Background: an optimization exercise with open tools, aiming at small area, a short achievable clock period and few clock cycles. Do not read the settings as production practice. At most, simulation tests tie the RTL to the original design; equivalence was not proved. For runs 2 to 7, only the layout was checked, not whether the RTL still works. Power and IR drop assume default switching activity.

==> flow/design.v, too long to show whole: its modules and the start of the top module <==
// module ks_add32: 502 lines
// module ks_add16c: 196 lines
// module g_a222oi: 3 lines
// module g_a22oi: 3 lines
// module g_a22o: 3 lines
// module g_a21o: 3 lines
// module g_aoi21: 3 lines
// module g_oai21: 3 lines
// module g_nand4: 3 lines
// module g_nand3: 3 lines
// module g_nand2: 3 lines
// module g_nor2: 3 lines
// module g_or3: 3 lines
// module g_inv: 3 lines
// module g_xor2: 3 lines
// module g_xnor2: 3 lines
// module g_ha: 4 lines
// module g_and3: 3 lines
// module g_mux2: 3 lines
// module g_buf: 3 lines
// module g_rd32f: 15 lines
// module g_rd32: 14 lines
// module mips: 285 lines
module mips(
	input wire clk,
	input wire rst,
	output wire [31:0] INST_ADDR,
	input wire [31:0] INST_DATA,
	output wire [31:0] DMEM_ADDR,
	output wire DMEM_WE,
	output wire [31:0] DMEM_WDATA,
	input wire [31:0] DMEM_RDATA
	);
  // ...
==> flow/flow/run.sh <==
#!/bin/bash
set -euo pipefail
MARGIN=6.75
bash standard.sh synth > synth.log 2>&1
SYNTH_ODB=orfs/results/sky130hd/mips/base/1_synth.odb openroad -no_init -exit flow/downsize.tcl > downsize.log 2>&1
bash standard.sh SETUP_SLACK_MARGIN=$MARGIN "CTS_ARGS=-sink_clustering_enable -repair_clock_nets -dont_use_dummy_load -buf_list sky130_fd_sc_hd__clkbuf_8 -sink_clustering_size 20" finish > layout.log 2>&1
==> flow/flow/downsize.tcl <==
# Set every combinational cell that synthesis mapped to a larger drive
# strength back to its smallest variant; the timing repair later in the flow
# sizes up the cells that need it.
set odb $::env(SYNTH_ODB)
read_db $odb
set db [ord::get_db]
set n 0
foreach inst [[ord::get_db_block] getInsts] {
  set m [$inst getMaster]
  set name [$m getName]
  if {[regexp {^sky130_fd_sc_hd__(df|edf|sdf|dl|sdl|conb|tap|fill|decap|diode)} $name]} { continue }
  if {[regexp {^(sky130_fd_sc_hd__[a-z0-9]+)_([0-9]+)$} $name -> base size] && $size > 1} {
    foreach s {1 0} {
      set nm [$db findMaster ${base}_$s]
      if {$nm ne "NULL" && $nm ne ""} {
        $inst swapMaster $nm
        incr n
        break
      }
    }
  }
}
puts "downsized $n cells"
write_db $odb
==> flow/standard.sh <==
#!/bin/bash
# synth_recipe.tcl (not shown) runs the flow's synth.tcl, then flattens the netlist and writes it again
# the make line also repeats each setting of config.mk as NAME=value (left out here)
make -C /OpenROAD-flow-scripts/flow DESIGN_CONFIG=/design/flow/config.mk WORK_HOME=/design/flow/orfs CLKGATE_MAP_FILE= SYNTH_SCRIPT=/design/flow/synth_recipe.tcl "${@:-finish}"
==> flow/config.mk <==
export PLATFORM = sky130hd
export DESIGN_NAME = mips
export DESIGN_NICKNAME = mips
export VERILOG_FILES = /design/flow/design.v
export SDC_FILE = /design/flow/constraint.sdc
export NUM_CORES = 8
export LEC_CHECK = 0
export CAP_MARGIN = 20
export CORE_MARGIN = 2
export CORE_UTILIZATION = 40
export SLEW_MARGIN = 20
export SYNTH_HIERARCHICAL = 1
export SYNTH_MINIMUM_KEEP_SIZE = 0
==> flow/constraint.sdc <==
create_clock -name core_clock -period 10.0 [get_ports {clk}]
set_input_delay 2.0000 -clock core_clock [delete_from_list [all_inputs] [get_ports {clk}]]
set_output_delay 2.0000 -clock core_clock [all_outputs]
set_load 0.01 [all_outputs]
==> reports/summary.txt, run 1 <==
Leak - 30.8 nW
ClkCell Share - 0.0375
Top reg by flops - rf
H-tree levels - 4
Antenna diodes - 5
Outcome - complete, no violations
Routed len/inst - 38.9 µm
RSZ-0062 raised after global routing - true
Signal buf overhead - 0.0992
Final Hold Fails - 0
Critical path destination - INST_ADDR[11]
Most frequent cells in the layout - 1063 x dfxtp_1, 1053 x a22oi_1, 1016 x a22o_1
Layout cells sized above 1 - 0.241
Bufs w/o clock - 697
Multi-input gate area - 0.0389 mm²
Routed vias - 67.0k
RR Endpoint - m_res[0]
Synthesis-to-finish area growth - 26.8%
Fin crit period - 3.62 ns
Placed cell count - 8596
Least-Margin Pin Slew - 1.20 ns
Critical Path Start Type - flop
FF-to-FF Start - m_res[30]
Power density cells - 176 mW/mm²
MaxCap Viol Count - 0
Period utilization - 0.362
Clock-pin transition on the worst setup and hold timing paths - 0.07 ns
Number of cells on the critical path - 1
Non-CTS inverters - 61
Post-Layout Cell Count - 9150
Fraction of area in multi-input gates - 0.488
Maximum vdd ir drop - 0.000162 V
Pre-CTS WS - 4.33 ns
CP startpoint - pc[11]
Initial antenna violation count - 11
Tapcell Cnt - 2058
Mapped Area - 0.0628 mm²
HP Class - reg -> reg
Final Total Pwr - 14.0 mW
Port-buffer cells - 162
CP max stage cell - dfrtp_4
Testbench counts, summed over its fixed seeds: cycles 75,343.
==> module mips, before the edit <==
module mips(
	input wire clk,
	input wire rst,
	output wire [31:0] INST_ADDR,
	input wire [31:0] INST_DATA,
	output wire [31:0] DMEM_ADDR,
	output wire DMEM_WE,
	output wire [31:0] DMEM_WDATA,
	input wire [31:0] DMEM_RDATA
	);
	genvar gk, gb;
	reg  [31:0] pc;
	reg  [31:0] ras;
	reg         e_ld, e_st, e_br, e_bx, e_jr;      
	reg  [4:0]  e_rd;                    
	reg         e_fa_lo, e_fa_hi;
	reg         c_ab, c_mb, c_am, c_mm;
	reg         j_a, j_m;                
	reg         e_fb;                    
	reg         x_b, x_bn, x_m, x_mn, x_i, x_in;
	reg         h_b, h_br, h_m, h_mr;
	reg         e_sub;                   
	reg         s_m, s_a, s_c;
	reg         r_add, r_slt, r_and, r_or, r_xor, r_nor, r_srl, r_sll, r_b;
	reg         e_sra;
	reg  [4:0]  e_sa;
	reg  [31:0] e_a, e_b;
	reg  [31:0] e_x;
	reg         m_we, m_ld;
	reg  [4:0]  m_rd;
	reg  [31:0] m_res, m_wd;
	reg  [31:0] rf [1:31];
	reg  [31:1] rf_v;
	wire [31:0] fa = {{16{e_fa_hi}}, {16{e_fa_lo}}};
	wire [31:0] a = (fa & m_res) | (~fa & e_a);
	wire [31:0] bx = ({32{x_b}} & e_b) | ({32{x_bn}} & ~e_b)
	               | ({32{x_m}} & m_res) | ({32{x_mn}} & ~m_res)
	               | ({32{x_i}} & e_x) | ({32{x_in}} & ~e_x);
	wire [4:0]  sa = ({5{s_m}} & m_res[4:0]) | ({5{s_a}} & e_a[4:0]) | ({5{s_c}} & e_sa);
	wire [31:0] sum, p, g;
	ks_add32 add(.a(a), .b(bx), .cin(e_sub), .s(sum), .p(p), .g0(g));
	wire [31:0] pg = p | g;                           
	function automatic [31:0] rev32(input [31:0] x);
		integer k;
		for (k = 0; k < 32; k = k + 1) rev32[k] = x[31-k];
	endfunction
	wire [31:0] sh_in = ({32{h_b}} & e_b) | ({32{h_br}} & rev32(e_b))
	                  | ({32{h_m}} & m_res) | ({32{h_mr}} & rev32(m_res));
	wire        sh_fill = e_sra & bx[31];
	wire [32:0] sh_ext = $signed({sh_fill, sh_in}) >>> sa;
	wire [31:0] sr = sh_ext[31:0];
	wire [31:0] oth = ({32{r_slt}} & {31'b0, sum[31]})
	                | ({32{r_and}} & g)
	                | ({32{r_or}}  & pg)
	                | ({32{r_xor}} & p)
	                | ({32{r_nor}} & ~pg)
	                | ({32{r_srl}} & sr)
	                | ({32{r_sll}} & rev32(sr))
	                | ({32{r_b}}   & bx);
	wire [31:0] alu;
	generate for (gb = 0; gb < 32; gb = gb + 1) begin : res
		g_a21o r(.a1(r_add), .a2(sum[gb]), .b1(oth[gb]), .y(alu[gb]));
	end endgenerate
	wire eq = (c_ab & (e_a == e_b)) | (c_mb & (m_res == e_b))
	        | (c_am & (e_a == m_res)) | c_mm;
	wire mis_br = e_br & (eq ^ e_bx);
	wire mis_jr = (j_a & (e_a != pc)) | (j_m & (m_res != pc));
	wire mis    = mis_br | mis_jr;
	wire [31:0] redirect = e_jr ? a : e_x;
	wire [31:0] m_val = m_ld ? DMEM_RDATA : m_res;
	wire m_w = (m_rd != 5'd0);
	assign DMEM_ADDR  = m_res;
	assign DMEM_WE    = m_we;
	assign DMEM_WDATA = m_wd;
	wire [31:0] ins = INST_DATA;
	assign INST_ADDR = pc;
	wire [5:0]  op  = ins[31:26];
	wire [4:0]  rs  = ins[25:21];
	wire [4:0]  rt  = ins[20:16];
	wire [4:0]  rdf = ins[15:11];
	wire [4:0]  shamt = ins[10:6];
	wire [5:0]  fn  = ins[5:0];
	wire [15:0] imm = ins[15:0];
	wire is_r    = (op == 6'd0);
	wire is_jr   = is_r & (fn == 6'b001000);
	wire is_jalr = is_r & (fn == 6'b001001);
	wire is_j    = (op == 6'd2);
	wire is_jal  = (op == 6'd3);
	wire is_beq  = (op == 6'd4);
	wire is_bne  = (op == 6'd5);
	wire is_br   = is_beq | is_bne;
	wire is_lw   = (op == 6'b100011);
	wire is_sw   = (op == 6'b101011);
	wire is_ia   = (op[5:3] == 3'b001);           
	wire is_lui  = (op == 6'b001111);
	wire sh_const = is_r & (fn == 6'd0 || fn == 6'd2 || fn == 6'd3);
	wire sh_var   = is_r & (fn == 6'd4 || fn == 6'd6 || fn == 6'd7);
	wire uses_rs = (is_r & ~sh_const) | (is_ia & ~is_lui) | is_lw | is_sw | is_br;
	wire uses_rt = (is_r & ~is_jalr) | is_sw | is_br;
	reg  [4:0] dst;
	always @(*) begin
		if (is_r) dst = is_jalr ? 5'd31 : rdf;
		else if (is_ia | is_lw) dst = rt;
		else if (is_jal) dst = 5'd31;
		else dst = 5'd0;
	end
	reg f_sub, f_add, f_slt, f_and, f_or, f_xor, f_nor, f_srl, f_sll, f_sra, f_b;
	always @(*) begin
		{f_sub, f_add, f_slt, f_and, f_or, f_xor, f_nor, f_srl, f_sll, f_sra, f_b} = 11'b0;
		if (is_r) begin
			case (fn)
				6'b100000, 6'b100001: f_add = 1'b1;
				6'b100010, 6'b100011: begin f_add = 1'b1; f_sub = 1'b1; end
				6'b101010, 6'b101011: begin f_slt = 1'b1; f_sub = 1'b1; end
				6'b100100: f_and = 1'b1;
				6'b100101: f_or = 1'b1;
				6'b100110: f_xor = 1'b1;
				6'b100111: f_nor = 1'b1;
				6'b000000, 6'b000100: f_sll = 1'b1;
				6'b000010, 6'b000110: f_srl = 1'b1;
				6'b000011, 6'b000111: begin f_srl = 1'b1; f_sra = 1'b1; end
				6'b001001: f_b = 1'b1;                  
				default: f_and = 1'b1;                  
			endcase
		end else begin
			case (op)
				6'b001000, 6'b001001, 6'b100011, 6'b101011: f_add = 1'b1;
				6'b001010, 6'b001011: begin f_slt = 1'b1; f_sub = 1'b1; end
				6'b001100: f_and = 1'b1;
				6'b001101: f_or = 1'b1;
				6'b001110: f_xor = 1'b1;
				default: f_b = 1'b1;                    
			endcase
		end
	end
	wire sext = (op == 6'b001000) | (op == 6'b001010) | is_lw | is_sw | is_br;
	wire [31:0] pc4 = pc + 32'd4;
	wire [31:0] immv = is_lui ? {imm, 16'b0} :
	                   (is_jal | is_jalr) ? pc4 :
	                   {{16{sext & imm[15]}}, imm};
	wire ui = ~((is_r & ~is_jalr) | is_br);
	wire rs_m = m_w & (rs == m_rd);
	wire rt_m = m_w & (rt == m_rd);
	wire [31:1] rf_en;
	generate for (gk = 1; gk < 32; gk = gk + 1) begin : en
		assign rf_en[gk] = rf_v[gk] & (m_rd != gk);
	end endgenerate
	wire [3:0] rs_h = 4'b1 << rs[4:3], rt_h = 4'b1 << rt[4:3];
	wire [7:0] rs_l = 8'b1 << rs[2:0], rt_l = 8'b1 << rt[2:0];
	wire [31:0] sel_a, sel_b;
	generate for (gk = 1; gk < 32; gk = gk + 1) begin : sel
		g_and3 da(.a(rs_h[gk/8]), .b(rs_l[gk%8]), .c(rf_en[gk]), .y(sel_a[gk-1]));
		g_and3 db(.a(rt_h[gk/8]), .b(rt_l[gk%8]), .c(rf_en[gk]), .y(sel_b[gk-1]));
	end endgenerate
	assign sel_a[31] = rs_m;
	assign sel_b[31] = rt_m;
	wire [31:0] rs_val, rt_val;
	generate for (gb = 0; gb < 32; gb = gb + 1) begin : rdp
		wire [31:0] d;
		for (gk = 1; gk < 32; gk = gk + 1) begin : c
			assign d[gk-1] = rf[gk][gb];
		end
		assign d[31] = m_val[gb];
		g_rd32f ua(.s(sel_a), .d(d), .q(rs_val[gb]));
		g_rd32f ub(.s(sel_b), .d(d), .q(rt_val[gb]));
	end endgenerate
	wire e_w = (e_rd != 5'd0);
	wire rs_e = e_w & (rs == e_rd);
	wire rt_e = e_w & (rt == e_rd);
	wire rs_e2;
	g_buf fab(.a(rs_e), .y(rs_e2));       
	wire stall = e_ld & ((uses_rs & rs_e) | (uses_rt & rt_e));
	wire adv = ~stall & ~mis;         
	wire pred_t = is_bne | (is_beq & imm[15]);
	wire [15:0] blo;
	wire        bco;
	ks_add16c badd(.a(pc[17:2]), .b(imm), .cin(1'b1), .s(blo), .co(bco));
	wire [13:0] hi = pc[31:18];
	wire [13:0] hi_p = hi + 14'd1;
	wire [13:0] hi_m = hi - 14'd1;
	wire [13:0] bx0 = imm[15] ? hi : hi_p;        
	wire [13:0] bx1 = imm[15] ? hi_m : hi;        
	wire [13:0] bhi;
	generate for (gb = 0; gb < 14; gb = gb + 1) begin : bsel
		g_mux2 m(.a0(bx1[gb]), .a1(bx0[gb]), .s(bco), .y(bhi[gb]));
	end endgenerate
	wire [31:0] btgt = {bhi, blo, pc[1:0]};
	reg [31:0] npc;
	always @(*) begin
		if (is_j | is_jal) npc = {pc4[31:28], ins[25:0], 2'b00};
		else if (is_br & pred_t) npc = btgt;
		else if (is_jr) npc = ras;
		else npc = pc4;
	end
	always @(posedge clk or posedge rst) begin
		if (rst) begin
			pc <= 32'b0;
			ras <= 32'b0;
		end else begin
			if (mis) pc <= redirect;
			else if (~stall) pc <= npc;
			if (is_jal | is_jalr) ras <= pc4;
		end
	end
	always @(posedge clk or posedge rst) begin
		if (rst) begin
			{e_ld, e_st, e_br, e_bx, e_jr} <= 5'b0;
			{j_a, j_m} <= 2'b0;
			e_rd <= 5'd0;
			m_we <= 1'b0;
			m_ld <= 1'b0;
			m_rd <= 5'd0;
		end else begin
			if (adv) begin
				e_ld <= is_lw;
				e_st <= is_sw;
				e_br <= is_br;
				e_bx <= is_bne ^ pred_t;
				e_jr <= is_jr | is_jalr;
				j_a <= (is_jr | is_jalr) & ~rs_e;
				j_m <= (is_jr | is_jalr) & rs_e;
				e_rd <= dst;
			end else begin
				{e_ld, e_st, e_br, e_bx, e_jr} <= 5'b0;
				{j_a, j_m} <= 2'b0;
				e_rd <= 5'd0;
			end
			m_we <= e_st;
			m_ld <= e_ld;
			m_rd <= e_rd;
		end
	end
	always @(posedge clk) begin
		e_fa_lo <= rs_e;
		e_fa_hi <= rs_e2;
		c_ab  <= ~rs_e & ~rt_e;
		c_mb  <= rs_e & ~rt_e;
		c_am  <= ~rs_e & rt_e;
		c_mm  <= rs_e & rt_e;
		e_fb  <= rt_e;
		x_b   <= ~ui & ~rt_e & ~f_sub;
		x_bn  <= ~ui & ~rt_e & f_sub;
		x_m   <= ~ui & rt_e & ~f_sub;
		x_mn  <= ~ui & rt_e & f_sub;
		x_i   <= ui & ~f_sub;
		x_in  <= ui & f_sub;
		h_b   <= ~rt_e & ~f_sll;
		h_br  <= ~rt_e & f_sll;
		h_m   <= rt_e & ~f_sll;
		h_mr  <= rt_e & f_sll;
		e_sub <= f_sub;
		s_m   <= sh_var & rs_e;
		s_a   <= sh_var & ~rs_e;
		s_c   <= ~sh_var;
		e_sa  <= shamt;
		r_add <= f_add;
		r_slt <= f_slt;
		r_and <= f_and;
		r_or  <= f_or;
		r_xor <= f_xor;
		r_nor <= f_nor;
		r_srl <= f_srl;
		r_sll <= f_sll;
		e_sra <= f_sra;
		r_b   <= f_b;
		e_a   <= rs_val;
		e_b   <= rt_val;
		e_x   <= is_br ? (pred_t ? pc4 : btgt) : immv;
		m_res <= alu;
		m_wd  <= e_fb ? m_res : e_b;
	end
	always @(posedge clk or posedge rst) begin
		if (rst) rf_v <= 31'b0;
		else if (m_w) rf_v[m_rd] <= 1'b1;
	end
	generate for (gk = 1; gk < 32; gk = gk + 1) begin : wr
		wire we = (m_rd == gk);
		wire wen = ~we;
		for (gb = 0; gb < 32; gb = gb + 1) begin : b
			wire nx;
			g_a22o m(.a1(we), .a2(m_val[gb]), .b1(wen), .b2(rf[gk][gb]), .y(nx));
			always @(posedge clk) rf[gk][gb] <= nx;
		end
	end endgenerate
endmodule
==> inputs of run 2 (changes only) <==
--- a/flow/design.v
+++ b/flow/design.v
@@ -795,6 +795,7 @@
 	reg  [31:0] pc;
 	reg  [31:0] ras;
 	reg         e_ld, e_st, e_br, e_bx, e_jr;      
+	reg         e_cst;                   
 	reg  [4:0]  e_rd;                    
 	reg         e_fa_lo, e_fa_hi;
 	reg         c_ab, c_mb, c_am, c_mm;
@@ -916,6 +917,8 @@
 			endcase
 		end
 	end
+	wire f_cst = is_lui | (((op == 6'b001000) | (op == 6'b001001) | (op == 6'b001101) |
+	                        (op == 6'b001110)) & (rs == 5'd0));
 	wire sext = (op == 6'b001000) | (op == 6'b001010) | is_lw | is_sw | is_br;
 	wire [31:0] pc4 = pc + 32'd4;
 	wire [31:0] immv = is_lui ? {imm, 16'b0} :
@@ -968,10 +971,12 @@
 		g_mux2 m(.a0(bx1[gb]), .a1(bx0[gb]), .s(bco), .y(bhi[gb]));
 	end endgenerate
 	wire [31:0] btgt = {bhi, blo, pc[1:0]};
+	wire cst_hit = rs_e & e_cst;
 	reg [31:0] npc;
 	always @(*) begin
 		if (is_j | is_jal) npc = {pc4[31:28], ins[25:0], 2'b00};
 		else if (is_br & pred_t) npc = btgt;
+		else if ((is_jr | is_jalr) & cst_hit) npc = e_x;
 		else if (is_jr) npc = ras;
 		else npc = pc4;
 	end
@@ -987,7 +992,7 @@
 	end
 	always @(posedge clk or posedge rst) begin
 		if (rst) begin
-			{e_ld, e_st, e_br, e_bx, e_jr} <= 5'b0;
+			{e_ld, e_st, e_br, e_bx, e_jr, e_cst} <= 6'b0;
 			{j_a, j_m} <= 2'b0;
 			e_rd <= 5'd0;
 			m_we <= 1'b0;
@@ -1003,7 +1008,9 @@
 				j_a <= (is_jr | is_jalr) & ~rs_e;
 				j_m <= (is_jr | is_jalr) & rs_e;
 				e_rd <= dst;
+				e_cst <= f_cst;
 			end else begin
+				e_cst <= 1'b0;
 				{e_ld, e_st, e_br, e_bx, e_jr} <= 5'b0;
 				{j_a, j_m} <= 2'b0;
 				e_rd <= 5'd0;
==> flow/flow/run.sh (replaced) <==
#!/bin/bash
set -euo pipefail
MARGIN=6.5
bash standard.sh synth > synth.log 2>&1
SYNTH_ODB=orfs/results/sky130hd/mips/base/1_synth.odb openroad -no_init -exit flow/downsize.tcl > downsize.log 2>&1
bash standard.sh SETUP_SLACK_MARGIN=$MARGIN "CTS_ARGS=-sink_clustering_enable -repair_clock_nets -dont_use_dummy_load -buf_list sky130_fd_sc_hd__clkbuf_8 -sink_clustering_size 20" finish > layout.log 2>&1
==> reports/summary.txt, run 2 <==
Outcome - complete, no violations
Routed vias - 66.9k (-0.073%)
CTS Buf Count - 218
Final Hold Fails - 0 (unchanged)
Internal cell power - 9.12 mW
DRC violations left - 0
Synth Instances - 6585
Pre-CTS WS - 4.02 ns (-0.304 ns)
Worst-Skew Late Latency - 0.99 ns
Power density cells - 183 mW/mm² (+4.2%)
Top reg by flops - rf
Clock Power Share - 0.288
# nets final - 7190
Clk_skew - 0.0619 ns
Setup TNS - 0 ns
Worst EP required - 8.00 ns
Synthesized area per cell - 9.65 µm²
Routed Antenna Nets - 0
Count of final setup violators - 0
Initial Util - 0.402
Synthesis Warnings - 9
Fin crit period - 3.68 ns (+0.0532 ns)
# hold bufs at CTS - 0
Vias in the first global route - 60.9k
Critical Path Start Type - flop
Commonest non-fill, non-tap cell in the layout - a22oi_1
GRT Total Usage - 0.386
Routed len/inst - 36.4 µm (-6.5%)
Worst Slack Setup Final - 6.32 ns
Crit path arrival time - 1.68 ns
Sw frac - 0.339
Mapped Area - 0.0635 mm² (+1.3%)
Chip width - 403 µm
Pre-antenna DRT Iters - 12
Core Util, Final - 0.477
CP Class - reg -> out
Global-route wire length before repair - 458 mm
Largest delay share family, worst path - flip-flops
Fmax achieved - 272 MHz
Total congestion overflow - 0
Setup crit end kind - output port
Leak - 30.3 nW (-1.6%)
Comb pwr share - 0.254
Final Wtd Congestion - 1.06
Layout cells sized above 1 - 0.169 (-0.0714)
Die area - 0.162 mm²
Placed cell count - 8740 (+1.7%)
Least-Margin Pin Slew - 1.29 ns (+0.0960 ns)
Maximum fanout along the worst path - 2
MaxCap Viol Count - 0 (unchanged)
Bufs on Longest Clock Path - 3
Maximum vdd ir drop - 0.000140 V (-13%)
Period utilization - 0.368 (+0.00532)
Crit path buffers/inverters - 2
Dpl hpwl - 202 mm
Clock-pin transition on the worst setup and hold timing paths - 0.06 ns (about the same)
Io pins - 163
Net load switching power - 4.67 mW
Final Total Pwr - 13.8 mW (-1.3%)
WL final - 333 mm
CP max stage cell - dfrtp_2
CP max stage delay - 0.44 ns
RSZ-0062 raised after global routing - true
Post-Layout Cell Count - 9138 (-0.13%)
Largest net degree at the start of global routing - 65
DR iter-0 viols - 12.0k
HP Class - reg -> reg
CP Cell Sequence - buf_6, buf_6
Most frequent cells in the layout - 1118 x a22oi_1, 1111 x dfxtp_1, 1010 x a22o_1
CTS root buf - clkbuf_8
CTS tree - done
Die height - 403 µm
Mean number of vias per cell - 7.32
H-tree levels - 4 (unchanged)
Number of flip-flops in the largest register - 992
Sequential share of power - 0.458
Port-buffer cells - 162 (unchanged)
CP dominant cell by count - buf_6
Clk sinks - 1303
Num rows - 146
Synthesis-to-finish area growth - 18.6%
Slew Viols, Final - 0
Max_slew headroom - 0.127
Total core area - 0.158 mm²
Initial antenna violation count - 14 (+3)
[run 2: layout make-up]
class / count / area [µm²]
Fill cell: 14900 / 82700
Clock buffer: 218 / 3000
Inverter: 72 / 278
Multi-Input combinational cell: 4932 / 37600
Timing Repair Buffer: 534 / 4920
Tap cell: 2072 / 2590
Antenna cell: 7 / 17.5
Sequential cell: 1303 / 26900
[run 2: power groups by stage]
stage / Sequential [mW] / Clock [mW] / Combinational (mW)
global placement: 6.61 / 0 / 2.59
global route: 6.35 / 4.19 / 3.61
detailed placement: 6.62 / 0 / 2.62
floorplan: 6.24 / 0 / 1.85
finish: 6.32 / 3.97 / 3.51
CTS: 6.28 / 3.99 / 3.19
[run 2: final timing paths]
kind	start	to	slack, ns	cells after the start
max	pc[20]	INST_ADDR[20]	6.32	2
min	e_st	m_we	0.37	0
max reg2reg	e_b[9]	m_res[0]	6.44	13
min reg2reg	e_st	m_we	0.37	0
max in group asynchronous	rst	pc[24]	7.25	3
min in group asynchronous	rst	ras[2]	1.48	2
[run 2: stage by stage]
step	area, µm²	hold slack, ns
3_3_place_gp	69000	0.341
2_1_floorplan	64400	0.331
6_report	75300	0.367
4_1_cts	73900	0.373
3_5_place_dp	69000	0.346
5_1_grt	75300	0.381
[run 2: repair_timing]
| item | 4_1_cts | 5_1_grt |
|---|---|---|
| setup buffers | 107 | 53 |
| gates cloned | 5 | 8 |
| pin swaps | 26 | 75 |
| resized for setup | 959 | 255 |
| endpoints found under the setup margin | 371 | 211 |
[run 2: layer usage]
layer,track usage,share of wire,vias to the layer above
li1,-,-,27200
met1,0.486,0.37,32800
met2,0.556,0.41,5546
met3,0.138,0.14,1280
met4,0.250,0.082,20
met5,0.00178,0.00048,-
==> inputs of run 3 (changes only) <==
==> flow/flow/run.sh (replaced) <==
#!/bin/bash
set -euo pipefail
MARGIN=6.6
bash standard.sh synth > synth.log 2>&1
SYNTH_ODB=orfs/results/sky130hd/mips/base/1_synth.odb openroad -no_init -exit flow/downsize.tcl > downsize.log 2>&1
bash standard.sh SETUP_SLACK_MARGIN=$MARGIN "CTS_ARGS=-sink_clustering_enable -repair_clock_nets -dont_use_dummy_load -buf_list sky130_fd_sc_hd__clkbuf_8 -sink_clustering_size 20" finish > layout.log 2>&1
==> reports/summary.txt, run 3 <==
HP Class - reg -> reg
Routed len/inst - 37.3 µm (+2.4%)
CP Class - reg -> out
Maximum fanout along the worst path - 2 (unchanged)
Routed vias - 67.0k (+0.18%)
Final Total Pwr - 14.0 mW (+1.6%)
Initial antenna violation count - 19 (+5)
Mapped Area - 0.0635 mm² (unchanged)
Period utilization - 0.371 (+0.00317)
Setup TNS - 0 ns (unchanged)
Crit path arrival time - 1.71 ns (+0.03 ns)
Fin crit period - 3.71 ns (+0.0317 ns)
Fmax achieved - 270 MHz (-0.85%)
Net load switching power - 4.79 mW (+2.5%)
RSZ-0062 raised after global routing - true
Final Wtd Congestion - 1.07 (+0.91%)
Comb pwr share - 0.265 (+0.011)
CP max stage delay - 0.44 ns (about the same)
Least-Margin Pin Slew - 1.13 ns (-0.164 ns)
Maximum vdd ir drop - 0.000153 V (+9.3%)
Leak - 30.7 nW (+1.4%)
CTS tree - done
Largest net degree at the start of global routing - 55 (-15%)
Routed Antenna Nets - 0 (unchanged)
Pre-CTS WS - 3.74 ns (-0.279 ns)
CP max stage cell - dfrtp_2
Clk_skew - 0.0947 ns (+0.0328 ns)
Outcome - complete, no violations
Most frequent cells in the layout - 1114 x a22oi_1, 1101 x dfxtp_1, 1010 x a22o_1
Dpl hpwl - 207 mm (+2.3%)
Setup crit end kind - output port
Pre-antenna DRT Iters - 8 (-4)
Die height - 403 µm (unchanged)
Vias in the first global route - 61.3k (+0.65%)
Internal cell power - 9.22 mW (+1.1%)
Die area - 0.162 mm² (unchanged)
Sequential share of power - 0.451 (-0.007)
CP Cell Sequence - buf_12, buf_6
MaxCap Viol Count - 0 (unchanged)
DRC violations left - 0 (unchanged)
Sw frac - 0.342 (+0.00306)
Worst EP required - 8.00 ns (about the same)
# nets final - 7243 (+0.74%)
Bufs on Longest Clock Path - 3 (unchanged)
Port-buffer cells - 162 (unchanged)
Chip width - 403 µm (unchanged)
Synthesized area per cell - 9.65 µm² (unchanged)
Slew Viols, Final - 0 (unchanged)
Mean number of vias per cell - 7.29 (-0.41%)
Max_slew headroom - 0.226 (+0.0991)
CTS Buf Count - 218 (unchanged)
Worst-Skew Late Latency - 1.01 ns (+0.02 ns)
H-tree levels - 4 (unchanged)
Total core area - 0.158 mm² (unchanged)
Power density cells - 183 mW/mm² (-0.30%)
Count of final setup violators - 0 (unchanged)
# hold bufs at CTS - 0 (unchanged)
GRT Total Usage - 0.399 (+0.0125)
Layout cells sized above 1 - 0.189 (+0.0194)
Commonest non-fill, non-tap cell in the layout - a22oi_1
Synthesis Warnings - 9 (unchanged)
Total congestion overflow - 0 (unchanged)
Worst Slack Setup Final - 6.29 ns (-0.0317 ns)
Clock-pin transition on the worst setup and hold timing paths - 0.07 ns (about the same)
Final Hold Fails - 0 (unchanged)
Initial Util - 0.402 (unchanged)
Num rows - 146 (unchanged)
Synth Instances - 6585 (unchanged)
Synthesis-to-finish area growth - 20.8%
Clk sinks - 1303 (unchanged)
Io pins - 163 (unchanged)
DR iter-0 viols - 11.4k (-4.7%)
CTS root buf - clkbuf_8
Clock Power Share - 0.284 (-0.004)
Critical Path Start Type - flop
Global-route wire length before repair - 470 mm (+2.5%)
WL final - 343 mm (+3.0%)
Top reg by flops - rf
Number of flip-flops in the largest register - 992 (unchanged)
## run 3: area by class of cell
class | instances | area (µm²)
diodes | 8 | 20.0
clock buffers | 218 | 3000
fillers | 14800 | 81300
inverters | 72 | 278
multi-input cells | 4937 | 38200
flip-flops and latches | 1303 | 26900
well taps | 2072 | 2590
repair buffers | 582 | 5710
## run 3: path summary, 6_finish.rpt
path	start	slack (ns)	to	cells past startpoint
max in group asynchronous	rst	7.42	pc[8]	3
setup reg to reg	m_rd[4]	6.47	e_a[23]	12
min in group asynchronous	rst	1.33	ras[11]	2
hold reg to reg	rf_v[20]	0.45	rf_v[20]	1
hold / removal	rf_v[20]	0.45	rf_v[20]	1
setup / recovery	pc[21]	6.29	INST_ADDR[21]	2
## run 3: timing repair
item | 4_1_cts | 5_1_grt
resized for setup | 1154 | 295
pin swaps | 45 | 81
buffers inserted | 136 | 67
setup endpoints to repair | 439 | 249
cloned | 10 | 4
## run 3: layer usage
layer | wire, µm | track usage
met1 | 127000 | 0.507
met3 | 47700 | 0.136
met5 | 88 | 0
met4 | 27400 | 0.256
met2 | 141000 | 0.574
## run 3: through the flow
stage / util / instances / hold slack [ns] / instance area, µm²
floorplan: - / 6586 / 0.331 / 64500
global placement: 0.437 / 8749 / 0.431 / 69100
detailed placement: 0.437 / 8749 / 0.435 / 69100
CTS: 0.475 / 9113 / 0.447 / 75000
global route: 0.486 / 9185 / 0.462 / 76700
finish: 0.486 / 9192 / 0.445 / 76700
## run 3: power groups by stage
stage / clock (mW) / combinational, mW / sequential [mW]
final: 3.98 / 3.71 / 6.32
after global routing: 4.21 / 3.81 / 6.36
after CTS: 3.99 / 3.38 / 6.28
after detailed placement: 0 / 2.73 / 6.60
after global placement: 0 / 2.72 / 6.58
after floorplan: 0 / 1.86 / 6.24
## run 3: critical path, delay by kind of cell (launching register included)
| kind | cells | cell delay [ns] |
|---|---|---|
| DFF | 1 | 0.44 |
| buffers and inverters | 2 | 0.25 |
==> inputs of run 4 (changes only) <==
--- a/flow/design.v
+++ b/flow/design.v
@@ -748,6 +748,9 @@
 module g_mux2(input a0, a1, s, output y);
 	assign y = s ? a1 : a0;
 endmodule
+module g_a221o(input a1, a2, b1, b2, c1, output y);
+	assign y = (a1 & a2) | (b1 & b2) | c1;
+endmodule
 module g_buf(input a, output y);
 	assign y = a;
 endmodule
@@ -833,8 +836,7 @@
 	wire        sh_fill = e_sra & bx[31];
 	wire [32:0] sh_ext = $signed({sh_fill, sh_in}) >>> sa;
 	wire [31:0] sr = sh_ext[31:0];
-	wire [31:0] oth = ({32{r_slt}} & {31'b0, sum[31]})
-	                | ({32{r_and}} & g)
+	wire [31:0] oth = ({32{r_and}} & g)
 	                | ({32{r_or}}  & pg)
 	                | ({32{r_xor}} & p)
 	                | ({32{r_nor}} & ~pg)
@@ -842,7 +844,8 @@
 	                | ({32{r_sll}} & rev32(sr))
 	                | ({32{r_b}}   & bx);
 	wire [31:0] alu;
-	generate for (gb = 0; gb < 32; gb = gb + 1) begin : res
+	g_a221o r0(.a1(r_add), .a2(sum[0]), .b1(r_slt), .b2(sum[31]), .c1(oth[0]), .y(alu[0]));
+	generate for (gb = 1; gb < 32; gb = gb + 1) begin : res
 		g_a21o r(.a1(r_add), .a2(sum[gb]), .b1(oth[gb]), .y(alu[gb]));
 	end endgenerate
 	wire eq = (c_ab & (e_a == e_b)) | (c_mb & (m_res == e_b))
==> flow/flow/run.sh (replaced) <==
#!/bin/bash
set -euo pipefail
MARGIN=6.5
bash standard.sh synth > synth.log 2>&1
SYNTH_ODB=orfs/results/sky130hd/mips/base/1_synth.odb openroad -no_init -exit flow/downsize.tcl > downsize.log 2>&1
bash standard.sh SETUP_SLACK_MARGIN=$MARGIN "CTS_ARGS=-sink_clustering_enable -repair_clock_nets -dont_use_dummy_load -buf_list sky130_fd_sc_hd__clkbuf_8 -sink_clustering_size 20" finish > layout.log 2>&1
==> reports/summary.txt, run 4 <==
Vias in the first global route - 60.3k (-1.6%)
Hold slack - 0.352 ns (-0.0938 ns)
Synthesized area per cell - 9.63 µm² (-0.23%)
Maximum fanout along the worst path - 6 (+4)
Mapped Area - 0.0635 mm² (about the same)
Synthesis-to-finish area growth - 17.7%
Io pins - 163 (unchanged)
Routed vias - 66.6k (-0.71%)
Power density cells - 188 mW/mm² (+3.0%)
Fin crit period - 3.67 ns (-0.0345 ns)
DR iter-0 viols - 12.6k (+10%)
Final Hold Fails - 0 (unchanged)
Count of final setup violators - 0 (unchanged)
Top reg by flops - rf
CTS tree - done
Max_slew headroom - 0.228 (+0.00192)
Critical Path Start Type - input port
DP Area - 0.0688 mm² (-0.39%)
Worst EP required - 10.80 ns (+2.80 ns)
Bufs on Longest Clock Path - 3 (unchanged)
Die height - 403 µm (about the same)
Least-Margin Pin Slew - 1.15 ns (+0.0206 ns)
Mean number of vias per cell - 7.29 (about the same)
Chip width - 403 µm (about the same)
Leak - 29.1 nW (-5.2%)
Global-route wire length before repair - 465 mm (-1.0%)
Final Instance Area - 0.0748 mm² (-2.5%)
Final Wtd Congestion - 1.03 (-3.1%)
Largest net degree at the start of global routing - 68 (+24%)
Num rows - 146 (unchanged)
Slew Viols, Final - 0 (unchanged)
Post-Layout Cell Count - 9134 (-0.63%)
CP Class - in -> reg
Layout cells sized above 1 - 0.157 (-0.0315)
Setup TNS - 0 ns (unchanged)
Fmax achieved - 272 MHz (+0.94%)
Maximum vdd ir drop - 0.000122 V (-20%)
CP max stage delay - 0.67 ns (+0.23 ns)
HP Class - reg -> reg
CTS root buf - clkbuf_8
Die area - 0.162 mm² (about the same)
Pre-antenna DRT Iters - 10 (+2)
Port-buffer cells - 162 (unchanged)
Clk sinks - 1303 (unchanged)
Synth Instances - 6601 (+0.24%)
Worst-Skew Late Latency - 1.00 ns (about the same)
Setup crit end kind - flop
Commonest non-fill, non-tap cell in the layout - dfxtp_1
H-tree levels - 4 (unchanged)
Routed len/inst - 37.2 µm (-0.31%)
CP Cell Sequence - clkdlybuf4s50_1, mux2_1, a22oi_1, nand4_1, nor2_2, nand2_1
Total core area - 0.158 mm² (unchanged)
Placed cell count - 8769 (+0.23%)
Synthesis Warnings - 9 (unchanged)
Outcome - complete, no violations
Clk_skew - 0.0753 ns (-0.0194 ns)
Most frequent cells in the layout - 1132 x dfxtp_1, 1121 x a22oi_1, 998 x a22o_1
DRC violations left - 0 (unchanged)
WL final - 339 mm (-0.94%)
Initial Util - 0.402 (about the same)
Period utilization - 0.367 (-0.00345)
Total congestion overflow - 0 (unchanged)
Clock-pin transition on the worst setup and hold timing paths - 0.05 ns (-0.02 ns)
Initial antenna violation count - 16 (-3)
GRT Total Usage - 0.396 (-0.00252)
MaxCap Viol Count - 0 (unchanged)
Number of flip-flops in the largest register - 992 (unchanged)
Dpl hpwl - 211 mm (+2.1%)
# nets final - 7185 (-0.80%)
CP max stage cell - mux2_1
Routed Antenna Nets - 0 (unchanged)
CTS Buf Count - 215 (-1.4%)
Crit path arrival time - 4.48 ns (+2.77 ns)
RSZ-0062 raised after global routing - true
## run 4: through the flow
step | utilization | worst slack, ns | power, mW
after detailed placement | 0.436 | 4.05 | 9.58
after floorplan | - | 5.75 | 8.22
after global placement | 0.436 | 4.15 | 9.55
after global routing | 0.473 | 6.34 | 14.4
final | 0.473 | 6.33 | 14.1
after CTS | 0.467 | 6.32 | 13.8
## run 4: critical path, delay by kind of cell
| family | cells | cell delay [ns] |
|---|---|---|
| AO/OA/AOI/OAI | 1 | 0.28 |
| buffers and inverters | 1 | 0.58 |
| AND/OR/NAND/NOR | 3 | 0.92 |
| multiplexers | 1 | 0.67 |
## run 4: final cells by class
type                       instances  area, µm²
clock buffer                     215       2960
inverter                          72        278
fill                           14900      83200
timing repair inverter             2       15.0
timing repair buffer             511       4660
tap                             2072       2590
antenna                            8       20.0
multi-input combinational       4951      37400
sequential                      1303      26900
## run 4: repair_timing
action                                 4_1_cts  5_1_grt
endpoints found under the hold margin        0        0
setup buffers                               94       35
hold buffers                                 0        0
pin swaps                                   17       55
cloned                                       8        5
resized for setup                          962      224
setup endpoints to repair                  371      219
## run 4: path summary, 6_finish.rpt
| kind | slack (ns) | to | depth (start not counted) | from |
|---|---|---|---|---|
| min in group asynchronous | 1.65 | e_st | 3 | rst |
| max in group asynchronous | 7.05 | pc[30] | 4 | rst |
| min reg2reg | 0.35 | m_we | 0 | e_st |
| max | 6.33 | e_a[2] | 6 | DMEM_RDATA[2] |
| max reg2reg | 6.44 | m_res[30] | 10 | e_b[7] |
| min | 0.35 | m_we | 0 | e_st |
## run 4: metal layers
layer	vias to the layer above	global-route usage	part of all wire
li1	27300	-	-
met1	32400	0.505	0.37
met2	5755	0.565	0.41
met3	1116	0.137	0.14
met4	2	0.257	0.081
met5	-	0	0.000041
## run 4: power by group
part           total (mW)  switching (mW)  internal [mW]
registers            6.45           0.593           5.86
clock network        3.93            2.05           1.87
logic                3.69            2.26           1.43
==> inputs of run 5 (changes only) <==
--- a/flow/design.v
+++ b/flow/design.v
@@ -798,7 +798,6 @@
 	reg  [31:0] pc;
 	reg  [31:0] ras;
 	reg         e_ld, e_st, e_br, e_bx, e_jr;      
-	reg         e_cst;                   
 	reg  [4:0]  e_rd;                    
 	reg         e_fa_lo, e_fa_hi;
 	reg         c_ab, c_mb, c_am, c_mm;
@@ -920,8 +919,6 @@
 			endcase
 		end
 	end
-	wire f_cst = is_lui | (((op == 6'b001000) | (op == 6'b001001) | (op == 6'b001101) |
-	                        (op == 6'b001110)) & (rs == 5'd0));
 	wire sext = (op == 6'b001000) | (op == 6'b001010) | is_lw | is_sw | is_br;
 	wire [31:0] pc4 = pc + 32'd4;
 	wire [31:0] immv = is_lui ? {imm, 16'b0} :
@@ -974,12 +971,10 @@
 		g_mux2 m(.a0(bx1[gb]), .a1(bx0[gb]), .s(bco), .y(bhi[gb]));
 	end endgenerate
 	wire [31:0] btgt = {bhi, blo, pc[1:0]};
-	wire cst_hit = rs_e & e_cst;
 	reg [31:0] npc;
 	always @(*) begin
 		if (is_j | is_jal) npc = {pc4[31:28], ins[25:0], 2'b00};
 		else if (is_br & pred_t) npc = btgt;
-		else if ((is_jr | is_jalr) & cst_hit) npc = e_x;
 		else if (is_jr) npc = ras;
 		else npc = pc4;
 	end
@@ -995,7 +990,7 @@
 	end
 	always @(posedge clk or posedge rst) begin
 		if (rst) begin
-			{e_ld, e_st, e_br, e_bx, e_jr, e_cst} <= 6'b0;
+			{e_ld, e_st, e_br, e_bx, e_jr} <= 5'b0;
 			{j_a, j_m} <= 2'b0;
 			e_rd <= 5'd0;
 			m_we <= 1'b0;
@@ -1011,9 +1006,7 @@
 				j_a <= (is_jr | is_jalr) & ~rs_e;
 				j_m <= (is_jr | is_jalr) & rs_e;
 				e_rd <= dst;
-				e_cst <= f_cst;
 			end else begin
-				e_cst <= 1'b0;
 				{e_ld, e_st, e_br, e_bx, e_jr} <= 5'b0;
 				{j_a, j_m} <= 2'b0;
 				e_rd <= 5'd0;
==> reports/summary.txt, run 5 <==
Slew Viols, Final - 0 (unchanged)
Io pins - 163 (unchanged)
Leak - 29.6 nW (+1.7%)
Setup TNS - 0 ns (unchanged)
Setup crit end kind - output port
Initial Util - 0.402 (about the same)
Total core area - 0.158 mm² (unchanged)
Chip width - 403 µm (about the same)
Net load switching power - 4.67 mW (-4.7%)
H-tree levels - 4 (unchanged)
CTS Buf Count - 218 (+1.4%)
Largest net degree at the start of global routing - 75 (+10%)
Clock Power Share - 0.291 (+0.012)
R2R cell count - 10 (unchanged)
FF-to-FF Start - m_rd[0]
Final Wtd Congestion - 1.06 (+2.1%)
Synth Instances - 6557 (-0.67%)
Clk_skew - 0.103 ns (+0.0273 ns)
Fill cells - 15.0k (+0.19%)
R2R Setup Slk - 6.41 ns (-0.03 ns)
Global-route wire length before repair - 474 mm (+1.9%)
Fin crit period - 3.64 ns (-0.0289 ns)
Total congestion overflow - 0 (unchanged)
Die area - 0.162 mm² (about the same)
CP Cell Sequence - buf_12, buf_6
DRC violations left - 0 (unchanged)
Min-Delay Path Depth - 1 (+1)
# nets final - 7138 (-0.65%)
Vias in the first global route - 60.7k (+0.64%)
Comb pwr share - 0.252 (-0.011)
Outcome - complete, no violations
GRT Total Usage - 0.404 (+0.00818)
Period utilization - 0.364 (-0.00289)
Count of final setup violators - 0 (unchanged)
Clock-pin transition on the worst setup and hold timing paths - 0.06 ns (about the same)
Power density cells - 183 mW/mm² (-2.6%)
Worst EP required - 8.00 ns (-2.80 ns)
Final Hold Fails - 0 (unchanged)
Crit path arrival time - 1.64 ns (-2.84 ns)
Die height - 403 µm (about the same)
MaxCap Viol Count - 0 (unchanged)
Maximum fanout along the worst path - 2 (-4)
CP startpoint - pc[15]
Clk sinks - 1302 (-0.077%)
Max_slew headroom - 0.234 (+0.00624)
RR Endpoint - e_a[14]
Initial antenna violation count - 15 (-1)
Internal cell power - 9.01 mW (-1.7%)
Routed vias - 66.5k (-0.13%)
Post-Layout Cell Count - 9083 (-0.56%)
Layout cells sized above 1 - 0.159 (+0.00205)
WL final - 346 mm (+2.0%)
Synthesized area per cell - 9.69 µm² (+0.68%)
RSZ-0062 raised after global routing - true
Commonest non-fill, non-tap cell in the layout - dfxtp_1
Routed len/inst - 38.1 µm (+2.5%)
CP max stage cell - dfrtp_2
CP max stage delay - 0.42 ns (-0.25 ns)
Port-buffer cells - 162 (unchanged)
Mean number of vias per cell - 7.32 (+0.43%)
Sw frac - 0.342 (-0.00693)
Least-Margin Pin Slew - 1.12 ns (-0.0325 ns)
Maximum vdd ir drop - 0.000154 V (+26%)
Top reg by flops - rf
Worst Slack Setup Final - 6.36 ns (+0.0289 ns)
Pre-CTS WS - 4.21 ns (+0.162 ns)
CTS tree - done
Routed Antenna Nets - 0 (unchanged)
Core Util, Final - 0.473 (-0.000744)
Dpl hpwl - 215 mm (+1.8%)
Pre-antenna DRT Iters - 10 (unchanged)
Number of flip-flops in the largest register - 992 (unchanged)
Num rows - 146 (unchanged)
DR iter-0 viols - 12.4k (-1.9%)
CTS root buf - clkbuf_8
Synthesis Warnings - 9 (unchanged)
Fmax achieved - 274 MHz (+0.79%)
Sequential share of power - 0.457 (-0.002)
Final Total Pwr - 13.7 mW (-2.8%)
Synthesis-to-finish area growth - 17.5%
CP Class - reg -> out
WHS Endpoint - rf_v[19]
Mapped Area - 0.0635 mm² (about the same)
Worst-Skew Late Latency - 0.99 ns (about the same)
Most frequent cells in the layout - 1131 x dfxtp_1, 1117 x a22oi_1, 1025 x a22o_1
Bufs on Longest Clock Path - 3 (unchanged)
Critical Path Start Type - flop
# hold bufs at CTS - 0 (unchanged)
Worst Min Path Start - rf_v[19]
Placed cell count - 8715 (-0.62%)
HP Class - reg -> reg
-- run 5: how the worst max path moves through the flow --
stage | to | slack [ns] | cells past startpoint
CTS | INST_ADDR[15] | 6.32 | 2
finish | INST_ADDR[15] | 6.36 | 2
global placement | pc[17] | 4.21 | 9
detailed placement | pc[16] | 4.21 | 9
floorplan | pc[30] | 5.83 | 11
global route | INST_ADDR[15] | 6.34 | 2
-- run 5: cell type report --
class / count / area (µm²) / share of cell area
Sequential cell: 1302 / 26800 / 0.359
Clock buffer: 218 / 3000 / 0.0402
Multi-Input combinational cell: 4911 / 37600 / 0.503
Timing Repair Buffer: 505 / 4370 / 0.0586
Antenna cell: 4 / 10.0 / 0.000134
Tap cell: 2072 / 2590 / 0.0347
Inverter: 71 / 277 / 0.00370
-- run 5: critical path, delay by kind of cell, from the launching register on --
family / cells / cell delay [ns]
flops: 1 / 0.42
buf+inv: 2 / 0.25
-- run 5: timing repair --
action                                 in CTS  in global routing
buffers inserted                          103                 36
gates cloned                                5                  2
setup endpoints to repair                 413                220
pin swaps                                  26                 44
resized for setup                         949                187
endpoints found under the hold margin       0                  0
-- run 5: through the flow --
step	hold WS [ns]	area (µm²)
2_1_floorplan	0.331	64300
3_3_place_gp	0.432	68900
3_5_place_dp	0.434	68900
4_1_cts	0.448	73900
5_1_grt	0.457	74700
6_report	0.446	74700
-- run 5: power by group through the flow --
stage | Clock, mW | Sequential, mW | Combinational (mW)
after global routing | 4.18 | 6.29 | 3.54
after global placement | 0 | 6.52 | 2.64
after detailed placement | 0 | 6.53 | 2.65
final | 3.98 | 6.25 | 3.45
after floorplan | 0 | 6.19 | 1.75
after CTS | 3.99 | 6.22 | 3.20
-- run 5: layer usage --
| metal | GRT usage | up-vias | wire length (µm) |
|---|---|---|---|
| met4 | 0.279 | 14 | 28700 |
| li1 | - | 27200 | - |
| met1 | 0.526 | 32600 | 131000 |
| met3 | 0.116 | 1109 | 45100 |
| met5 | 0 | - | 114 |
| met2 | 0.575 | 5509 | 141000 |
==> inputs of run 6 (changes only) <==
==> flow/flow/run.sh (replaced) <==
#!/bin/bash
set -euo pipefail
MARGIN=6.3
bash standard.sh synth > synth.log 2>&1
SYNTH_ODB=orfs/results/sky130hd/mips/base/1_synth.odb openroad -no_init -exit flow/downsize.tcl > downsize.log 2>&1
bash standard.sh SETUP_SLACK_MARGIN=$MARGIN "CTS_ARGS=-sink_clustering_enable -repair_clock_nets -dont_use_dummy_load -buf_list sky130_fd_sc_hd__clkbuf_8 -sink_clustering_size 20" finish > layout.log 2>&1
==> reports/summary.txt, run 6 <==
Max_slew headroom - 0.211 (-0.0224)
Fmax achieved - 264 MHz (-3.9%)
Slew Viols, Final - 0 (unchanged)
# nets final - 7104 (-0.48%)
Num rows - 146 (unchanged)
Final Total Pwr - 13.4 mW (-1.8%)
Top Usage Layer GRT - met2
Crit path arrival time - 4.63 ns (+2.99 ns)
Sequential share of power - 0.465 (+0.008)
CP max stage cell - dfrtp_4
Hold slack - 0.359 ns (-0.0872 ns)
Clk_skew - 0.120 ns (+0.0176 ns)
Storage element area - 0.0268 mm² (-0.15%)
Placed cell count - 8726 (+0.13%)
Met2 Use GR - 0.581 (+0.00575)
Critical Path Start Type - flop
CP Cell Sequence - clkinvlp_4, ha_4, nor2b_1, nand3_2, buf_4, and2_1, and3_1, buf_4, a22oi_1, nand4_1, nor2_4, nand2_1
Worst Min Path Start - e_st
Core Util, Final - 0.466 (-0.00689)
Routed len/inst - 38.1 µm (about the same)
RR Endpoint - e_a[22]
Mean number of vias per cell - 7.42 (+1.4%)
M3 GR Usage - 0.132 (+0.0155)
R2R cell count - 12 (+2)
M1 GR Usage - 0.503 (-0.0222)
Period utilization - 0.379 (+0.0149)
Synthesis Warnings - 9 (unchanged)
Total congestion overflow - 0 (unchanged)
Bufs on Longest Clock Path - 3 (unchanged)
Crit path buffers/inverters - 3 (+1)
CP dominant cell by count - buf_4
Chip width - 403 µm (unchanged)
Clock Power Share - 0.298 (+0.007)
Post-Layout Cell Count - 9055 (-0.31%)
Routed vias - 67.2k (+1.1%)
Pre-antenna DRT Iters - 7 (-3)
Largest delay share family, worst path - simple AND/OR/NAND/NOR gates
Leak - 29.3 nW (-1.2%)
Worst Slack Setup Final - 6.21 ns (-0.149 ns)
Worst-Skew Late Latency - 1.04 ns (+0.05 ns)
Count of final setup violators - 0 (unchanged)
Final Instance Area - 0.0736 mm² (-1.5%)
Vias in the first global route - 61.6k (+1.4%)
CP Class - reg -> reg
Global-route wire length before repair - 475 mm (+0.18%)
Initial antenna violation count - 23 (+8)
Clock-pin transition on the worst setup and hold timing paths - 0.06 ns (about the same)
Synthesized area per cell - 9.69 µm² (unchanged)
WHS Endpoint - m_we
Setup TNS - 0 ns (unchanged)
Top reg by flops - rf
Power density cells - 183 mW/mm² (-0.38%)
Mapped Area - 0.0635 mm² (unchanged)
DP Area - 0.0689 mm² (about the same)
Die height - 403 µm (unchanged)
Layout cells sized above 1 - 0.128 (-0.0313)
Comb pwr share - 0.237 (-0.015)
RSZ-0062 raised after global routing - true
Internal cell power - 8.88 mW (-1.4%)
Outcome - complete, no violations
# hold bufs at CTS - 0 (unchanged)
Pre-CTS WS - 4.27 ns (+0.0563 ns)
CTS root buf - clkbuf_8
Setup crit end kind - flop
DR iter-0 viols - 12.0k (-3.0%)
Commonest non-fill, non-tap cell in the layout - dfxtp_1
MaxCap Viol Count - 0 (unchanged)
Maximum vdd ir drop - 0.000175 V (+14%)
Maximum fanout along the worst path - 34 (+32)
Io pins - 163 (unchanged)
Die area - 0.162 mm² (unchanged)
DRC violations left - 0 (unchanged)
Total core area - 0.158 mm² (unchanged)
Worst EP required - 10.83 ns (+2.83 ns)
Largest net degree at the start of global routing - 75 (unchanged)
Sw frac - 0.339 (-0.00258)
Least-Margin Pin Slew - 1.18 ns (+0.0619 ns)
Final Hold Fails - 0 (unchanged)
FF-to-FF Start - m_rd[0]
GRT Total Usage - 0.404 (-0.000455)
CTS Buf Count - 218 (unchanged)
CP max stage delay - 0.53 ns (+0.11 ns)
Synthesis-to-finish area growth - 15.8%
Min-Delay Path Depth - 0 (-1)
Number of flip-flops in the largest register - 992 (unchanged)
Dpl hpwl - 212 mm (-1.2%)
Clk sinks - 1302 (unchanged)
Port-buffer cells - 162 (unchanged)
Fin crit period - 3.79 ns (+0.149 ns)
Multi-input gate area - 0.0369 mm² (-1.8%)
WL final - 345 mm (-0.39%)
Final Wtd Congestion - 1.06 (+0.18%)
Net load switching power - 4.55 mW (-2.6%)
Most frequent cells in the layout - 1152 x dfxtp_1, 1121 x a22oi_1, 1025 x a22o_1
R2R Setup Slk - 6.21 ns (-0.20 ns)
H-tree levels - 4 (unchanged)
Initial Util - 0.402 (unchanged)
Fill cells - 14.9k (-0.34%)
CTS tree - done
HP Class - reg -> reg
Synth Instances - 6557 (unchanged)
Routed Antenna Nets - 0 (unchanged)
[run 6: changes by cell type in the layout (fill, tap and decap cells not counted), sizes merged, moves of 5 or more]
cell | before | now
diode | 4 | 10
clkdlybuf4s15 | 4 | 19
clkbuf | 234 | 239
dlygate4sd2 | 0 | 51
buf | 450 | 347
[run 6: worst register-to-register path, delay by kind of cell (launching register included)]
family | cells | cell delay, ns
buf+inv | 3 | 0.81
simple gates | 7 | 1.76
compound gates | 1 | 0.30
fa+ha+maj | 1 | 0.24
flops | 1 | 0.53
[run 6: worst max path at each step]
stage	startpoint	to	slack (ns)	cells after the start
after floorplan	INST_DATA[0]	pc[30]	5.83	11
after global placement	INST_DATA[27]	pc[10]	4.23	9
after detailed placement	INST_DATA[0]	pc[30]	4.27	12
after CTS	m_res[12]	DMEM_ADDR[12]	6.08	1
after global routing	e_a[0]	m_res[28]	6.17	9
final	m_rd[0]	e_a[22]	6.21	12
[run 6: timing repair]
item,4_1_cts,5_1_grt
endpoints found under the setup margin,330,160
gates resized for setup,542,101
buffers inserted,81,15
cloned,3,2
pin swaps,10,9
[run 6: layout make-up]
cell class	instances	share of cell area
Multi-Input combinational cell	4910	0.501
Sequential cell	1302	0.364
Timing Repair Buffer	472	0.0542
Clock buffer	218	0.0408
Tap cell	2072	0.0352
Inverter	71	0.00376
Antenna cell	10	0.000340
[run 6: power groups by stage]
stage               Sequential [mW]  Clock [mW]  Combinational [mW]
floorplan                      6.19           0                1.74
global placement               6.53           0                2.56
detailed placement             6.54           0                2.58
CTS                            6.21        3.99                3.00
global route                   6.28        4.20                3.28
finish                         6.25        4.00                3.18
[run 6: metal layers]
metal  wire length [µm]  vias up  part of all wire
met5                103        -           0.00030
met4              30600       16             0.089
met3              47200     1316              0.14
met2             141000     5958              0.41
met1             126000    32700              0.36
li1                   -    27200                 -
==> inputs of run 7 (changes only) <==
==> flow/flow/run.sh (replaced) <==
#!/bin/bash
set -euo pipefail
MARGIN=6.5
bash standard.sh synth > synth.log 2>&1
SYNTH_ODB=orfs/results/sky130hd/mips/base/1_synth.odb openroad -no_init -exit flow/downsize.tcl > downsize.log 2>&1
bash standard.sh SETUP_SLACK_MARGIN=$MARGIN "CTS_ARGS=-sink_clustering_enable -repair_clock_nets -dont_use_dummy_load -buf_list sky130_fd_sc_hd__clkbuf_8 -sink_clustering_size 20" "BUFFER_PORTS_ARGS=-buffer_cell sky130_fd_sc_hd__buf_4" finish > layout.log 2>&1
==> reports/summary.txt, run 7 <==
Worst-Skew Late Latency - 0.99 ns (-0.05 ns)
DRC violations left - 0 (unchanged)
Mean number of vias per cell - 7.31 (-1.5%)
H-tree levels - 4 (unchanged)
Fill cells - 14.9k (-0.20%)
Die area - 0.162 mm² (unchanged)
Worst EP required - 8.00 ns (-2.83 ns)
GRT Total Usage - 0.403 (-0.000706)
Crit path arrival time - 1.68 ns (-2.95 ns)
Pre-antenna DRT Iters - 7 (unchanged)
Number of flip-flops in the largest register - 992 (unchanged)
Leak - 29.5 nW (+0.84%)
Storage element area - 0.0269 mm² (+0.21%)
Clk_skew - 0.0981 ns (-0.0221 ns)
Fin crit period - 3.68 ns (-0.115 ns)
CP max stage cell - dfrtp_4
Num rows - 146 (unchanged)
Multi-input gate area - 0.0374 mm² (+1.4%)
Layout cells sized above 1 - 0.157 (+0.0289)
Top reg by flops - rf
Count of final setup violators - 0 (unchanged)
CP max stage delay - 0.54 ns (about the same)
Initial antenna violation count - 14 (-39%)
Final Hold Fails - 0 (unchanged)
Global-route wire length before repair - 473 mm (-0.41%)
Synth Instances - 6557 (unchanged)
Sw frac - 0.340 (+0.00100)
Vias in the first global route - 60.9k (-1.1%)
Chip width - 403 µm (unchanged)
Commonest non-fill, non-tap cell in the layout - dfxtp_1
Critical Path Start Type - flop
Crit path buffers/inverters - 1 (-2)
WL final - 343 mm (-0.42%)
Maximum vdd ir drop - 0.000172 V (-1.4%)
HP Class - reg -> reg
Clock Power Share - 0.293 (-0.005)
Mapped Area - 0.0635 mm² (unchanged)
CP Class - reg -> out
CP Cell Sequence - buf_6
Total core area - 0.158 mm² (unchanged)
Least-Margin Pin Slew - 1.28 ns (+0.0992 ns)
Final Wtd Congestion - 1.03 (-2.9%)
MaxCap Viol Count - 0 (unchanged)
Synthesis Warnings - 9 (unchanged)
Internal cell power - 9.00 mW (+1.4%)
Bufs on Longest Clock Path - 3 (unchanged)
Total congestion overflow - 0 (unchanged)
DR iter-0 viols - 11.5k (-3.7%)
Setup crit end kind - output port
Net load switching power - 4.64 mW (+1.8%)
Post-Layout Cell Count - 9060 (+0.055%)
Largest delay share family, worst path - flip-flops
Synthesized area per cell - 9.69 µm² (unchanged)
Routed vias - 66.2k (-1.5%)
Max_slew headroom - 0.147 (-0.0646)
CTS Buf Count - 219 (+0.46%)
Die height - 403 µm (unchanged)
Fmax achieved - 272 MHz (+3.1%)
CTS root buf - clkbuf_8
Slew Viols, Final - 0 (unchanged)
Power density cells - 183 mW/mm² (+0.41%)
RSZ-0062 raised after global routing - true
Initial Util - 0.402 (unchanged)
Routed Antenna Nets - 0 (unchanged)
Setup TNS - 0 ns (unchanged)
Synthesis-to-finish area growth - 17.1%
Clk sinks - 1302 (unchanged)
Io pins - 163 (unchanged)
Routed len/inst - 37.9 µm (-0.48%)
Sequential share of power - 0.460 (-0.005)
Port-buffer cells - 162 (unchanged)
Dpl hpwl - 216 mm (+1.6%)
Period utilization - 0.368 (-0.0115)
Comb pwr share - 0.247 (+0.010)
Clock-pin transition on the worst setup and hold timing paths - 0.06 ns (about the same)
Outcome - complete, no violations
Maximum fanout along the worst path - 2 (-94%)
Placed cell count - 8712 (-0.16%)
Largest net degree at the start of global routing - 75 (unchanged)
# nets final - 7114 (+0.14%)
CTS tree - done
Most frequent cells in the layout - 1128 x dfxtp_1, 1117 x a22oi_1, 1025 x a22o_1
[run 7: stage by stage]
step | worst slack, ns | power, mW | area [µm²] | util | hold slack, ns
floorplan | 5.83 | 7.94 | 64300 | - | 0.331
global route | 6.34 | 14.0 | 74400 | 0.471 | 0.454
finish | 6.32 | 13.6 | 74400 | 0.471 | 0.449
global placement | 4.95 | 9.09 | 68500 | 0.434 | 0.417
CTS | 6.30 | 13.4 | 73700 | 0.466 | 0.448
detailed placement | 4.92 | 9.12 | 68500 | 0.434 | 0.428
[run 7: routing by layer]
| metal | wire length (µm) | vias up | GRT usage |
|---|---|---|---|
| met5 | 57 | - | 0 |
| met2 | 141000 | 5367 | 0.584 |
| met3 | 45300 | 1117 | 0.127 |
| met4 | 28600 | 8 | 0.269 |
| met1 | 128000 | 32600 | 0.512 |
| li1 | - | 27200 | - |
[run 7: worst paths after layout]
| check | startpoint | to | slack [ns] | cells past startpoint |
|---|---|---|---|---|
| max reg2reg | m_rd[1] | e_b[21] | 6.42 | 12 |
| min reg2reg | rf_v[8] | rf_v[8] | 0.45 | 1 |
| min | rf_v[8] | rf_v[8] | 0.45 | 1 |
| max | pc[30] | INST_ADDR[30] | 6.32 | 1 |
| max in group asynchronous | rst | m_rd[0] | 7.08 | 4 |
| min in group asynchronous | rst | ras[23] | 1.30 | 3 |
[run 7: timing repair]
item                                    4_1_cts  5_1_grt
pin swaps                                    40       24
hold buffers                                  0        0
gates cloned                                  2        2
resized for setup                           420      126
buffers inserted                             97       23
endpoints found under the setup margin      328      206
[run 7: final cells by class]
type	count	area share
diodes	5	0.000168
clock buffers	219	0.0405
inverters	71	0.00372
multi-input cells	4909	0.503
flip-flops and latches	1302	0.361
well taps	2072	0.0348
repair buffers	482	0.0572
[run 7: power by group through the flow]
| stage | combinational [mW] | sequential, mW | clock [mW] |
|---|---|---|---|
| after global placement | 2.54 | 6.55 | 0 |
| after CTS | 3.13 | 6.23 | 4.01 |
| after floorplan | 1.75 | 6.19 | 0 |
| final | 3.37 | 6.27 | 4.00 |
| after detailed placement | 2.56 | 6.57 | 0 |
| after global routing | 3.47 | 6.30 | 4.21 |
==> inputs of run 8 (changes only) <==
--- a/flow/design.v
+++ b/flow/design.v
@@ -748,9 +748,6 @@
 module g_mux2(input a0, a1, s, output y);
 	assign y = s ? a1 : a0;
 endmodule
-module g_a221o(input a1, a2, b1, b2, c1, output y);
-	assign y = (a1 & a2) | (b1 & b2) | c1;
-endmodule
 module g_buf(input a, output y);
 	assign y = a;
 endmodule
@@ -835,7 +832,8 @@
 	wire        sh_fill = e_sra & bx[31];
 	wire [32:0] sh_ext = $signed({sh_fill, sh_in}) >>> sa;
 	wire [31:0] sr = sh_ext[31:0];
-	wire [31:0] oth = ({32{r_and}} & g)
+	wire [31:0] oth = ({32{r_slt}} & {31'b0, sum[31]})
+	                | ({32{r_and}} & g)
 	                | ({32{r_or}}  & pg)
 	                | ({32{r_xor}} & p)
 	                | ({32{r_nor}} & ~pg)
@@ -843,8 +841,7 @@
 	                | ({32{r_sll}} & rev32(sr))
 	                | ({32{r_b}}   & bx);
 	wire [31:0] alu;
-	g_a221o r0(.a1(r_add), .a2(sum[0]), .b1(r_slt), .b2(sum[31]), .c1(oth[0]), .y(alu[0]));
-	generate for (gb = 1; gb < 32; gb = gb + 1) begin : res
+	generate for (gb = 0; gb < 32; gb = gb + 1) begin : res
 		g_a21o r(.a1(r_add), .a2(sum[gb]), .b1(oth[gb]), .y(alu[gb]));
 	end endgenerate
 	wire eq = (c_ab & (e_a == e_b)) | (c_mb & (m_res == e_b))
==> reports/summary.txt, run 8 <==
Routed Antenna Nets - 0 (unchanged)
Worst-Skew Late Latency - 1.02 ns (+0.03 ns)
CTS tree - done
CP startpoint - INST_DATA[19]
Synthesis Warnings - 9 (unchanged)
Mean number of vias per cell - 7.24 (-0.95%)
Worst Min Path Start - e_st
RR Endpoint - m_res[0]
FF-to-FF Start - e_b[0]
Die area - 0.160 mm² (-1.2%)
WL final - 319 mm (-7.2%)
# hold bufs at CTS - 0 (unchanged)
Port-buffer cells - 162 (unchanged)
CP Cell Sequence - buf_4, nor2b_1, and3_2, a22oi_1, nand4_1, nor2_1, nand2_1
Vias in the first global route - 58.6k (-3.7%)
Top reg by flops - rf
Worst EP required - 10.92 ns (+2.92 ns)
Pre-antenna DRT Iters - 12 (+5)
CP max stage delay - 1.03 ns (+0.49 ns)
Number of flip-flops in the largest register - 992 (unchanged)
MaxCap Viol Count - 0 (unchanged)
Least-Margin Pin Slew - 1.16 ns (-0.115 ns)
Layout cells sized above 1 - 0.154 (-0.00247)
Power density cells - 184 mW/mm² (+0.38%)
CP max stage cell - and3_2
Dpl hpwl - 194 mm (-10%)
Period utilization - 0.369 (+0.00170)
Routed vias - 64.7k (-2.3%)
Synthesized area per cell - 9.75 µm² (+0.61%)
Clock-pin transition on the worst setup and hold timing paths - 0.06 ns (about the same)
Clk sinks - 1302 (unchanged)
Synthesis-to-finish area growth - 16.3%
Fill cells - 14.8k (-0.58%)
Largest net degree at the start of global routing - 68 (-9.3%)
Critical path destination - e_b[7]
HP Class - reg -> reg
Core Util, Final - 0.468 (-0.00324)
Fmax achieved - 271 MHz (-0.46%)
Max_slew headroom - 0.225 (+0.0779)
Io pins - 163 (unchanged)
CTS root buf - clkbuf_8
Leak - 28.4 nW (-3.6%)
Routed len/inst - 35.7 µm (-5.8%)
Bufs on Longest Clock Path - 3 (unchanged)
Maximum fanout along the worst path - 32 (+30)
Slew Viols, Final - 0 (unchanged)
Mapped Area - 0.0628 mm² (-1.3%)
Setup TNS - 0 ns (unchanged)
Global-route wire length before repair - 440 mm (-6.9%)
Critical Path Start Type - input port
Most frequent cells in the layout - 1125 x dfxtp_1, 1107 x a22oi_1, 1016 x a22o_1
Clk_skew - 0.159 ns (+0.0606 ns)
Count of final setup violators - 0 (unchanged)
# nets final - 6999 (-1.6%)
Setup crit end kind - flop
CTS Buf Count - 213 (-2.7%)
RSZ-0062 raised after global routing - true
R2R cell count - 14 (+2)
Total core area - 0.156 mm² (-1.3%)
Die height - 400 µm (-0.62%)
Num rows - 145 (-0.68%)
Outcome - complete, no violations
Final Wtd Congestion - 0.982 (-4.4%)
H-tree levels - 4 (unchanged)
DRC violations left - 0 (unchanged)
Initial antenna violation count - 11 (-3)
Commonest non-fill, non-tap cell in the layout - dfxtp_1
R2R Setup Slk - 6.34 ns (-0.08 ns)
Total congestion overflow - 0 (unchanged)
Final Hold Fails - 0 (unchanged)
Fin crit period - 3.69 ns (+0.0170 ns)
-- run 8: per-stage QoR --
step / instances / hold slack, ns / instance area [µm²] / setup slack (ns)
4_1_cts: 8902 / 0.352 / 72300 / 6.30
3_5_place_dp: 8585 / 0.341 / 67800 / 4.87
2_1_floorplan: 6436 / 0.331 / 63800 / 5.87
5_1_grt: 8929 / 0.353 / 73000 / 6.32
3_3_place_gp: 8585 / 0.333 / 67800 / 4.87
6_report: 8932 / 0.353 / 73000 / 6.31
-- run 8: critical path: cells and delay by family --
kind | cells | cell delay [ns]
buf+inv | 1 | 0.19
compound gates | 1 | 0.25
simple gates | 5 | 2.09
-- run 8: metal layers --
metal | vias up | part of all wire | track usage | wire, µm
met5 | - | 0.00023 | 0 | 72
met4 | 10 | 0.059 | 0.188 | 18800
met3 | 1038 | 0.15 | 0.132 | 46600
met2 | 5448 | 0.41 | 0.539 | 130000
met1 | 31600 | 0.39 | 0.505 | 123000
li1 | 26600 | - | - | -
-- run 8: power breakdown --
group / internal [mW] / switching [mW]
combinational: 1.33 / 1.88
sequential: 5.77 / 0.537
clock: 1.86 / 2.05
-- run 8: layout make-up --
cell class	count	area, µm²	share of cell area
sequential	1302	26900	0.369
multi-input combinational	4803	36200	0.496
antenna	6	15.0	0.000206
inverter	61	233	0.00319
timing repair buffer	489	4090	0.0561
clock buffer	213	2930	0.0402
tap	2058	2570	0.0353
-- run 8: worst min path at each step --
stage                     slack (ns)  endpoint  depth (start not counted)
final                           0.35      m_we                          0
after global routing            0.35      m_we                          0
after CTS                       0.35      m_we                          0
after detailed placement        0.34      m_we                          0
after global placement          0.33      m_we                          0
after floorplan                 0.33      m_we                          0
-- run 8: what timing repair did --
item,in CTS,in global routing
gates resized for setup,267,119
buffers inserted,103,24
pin swaps,12,14
setup endpoints to repair,247,156
cloned,1,0
Testbench counts of run 8, summed over its fixed seeds: cycles 75,343.

Check on run 8: ideal ports give 6.305 ns setup slack; a clkbuf_16 on the clock port and buf_2 on the inputs give 6.297 ns; moving port delays by the midpoint clock arrival (1.019 ns) as well gives 5.286 ns.
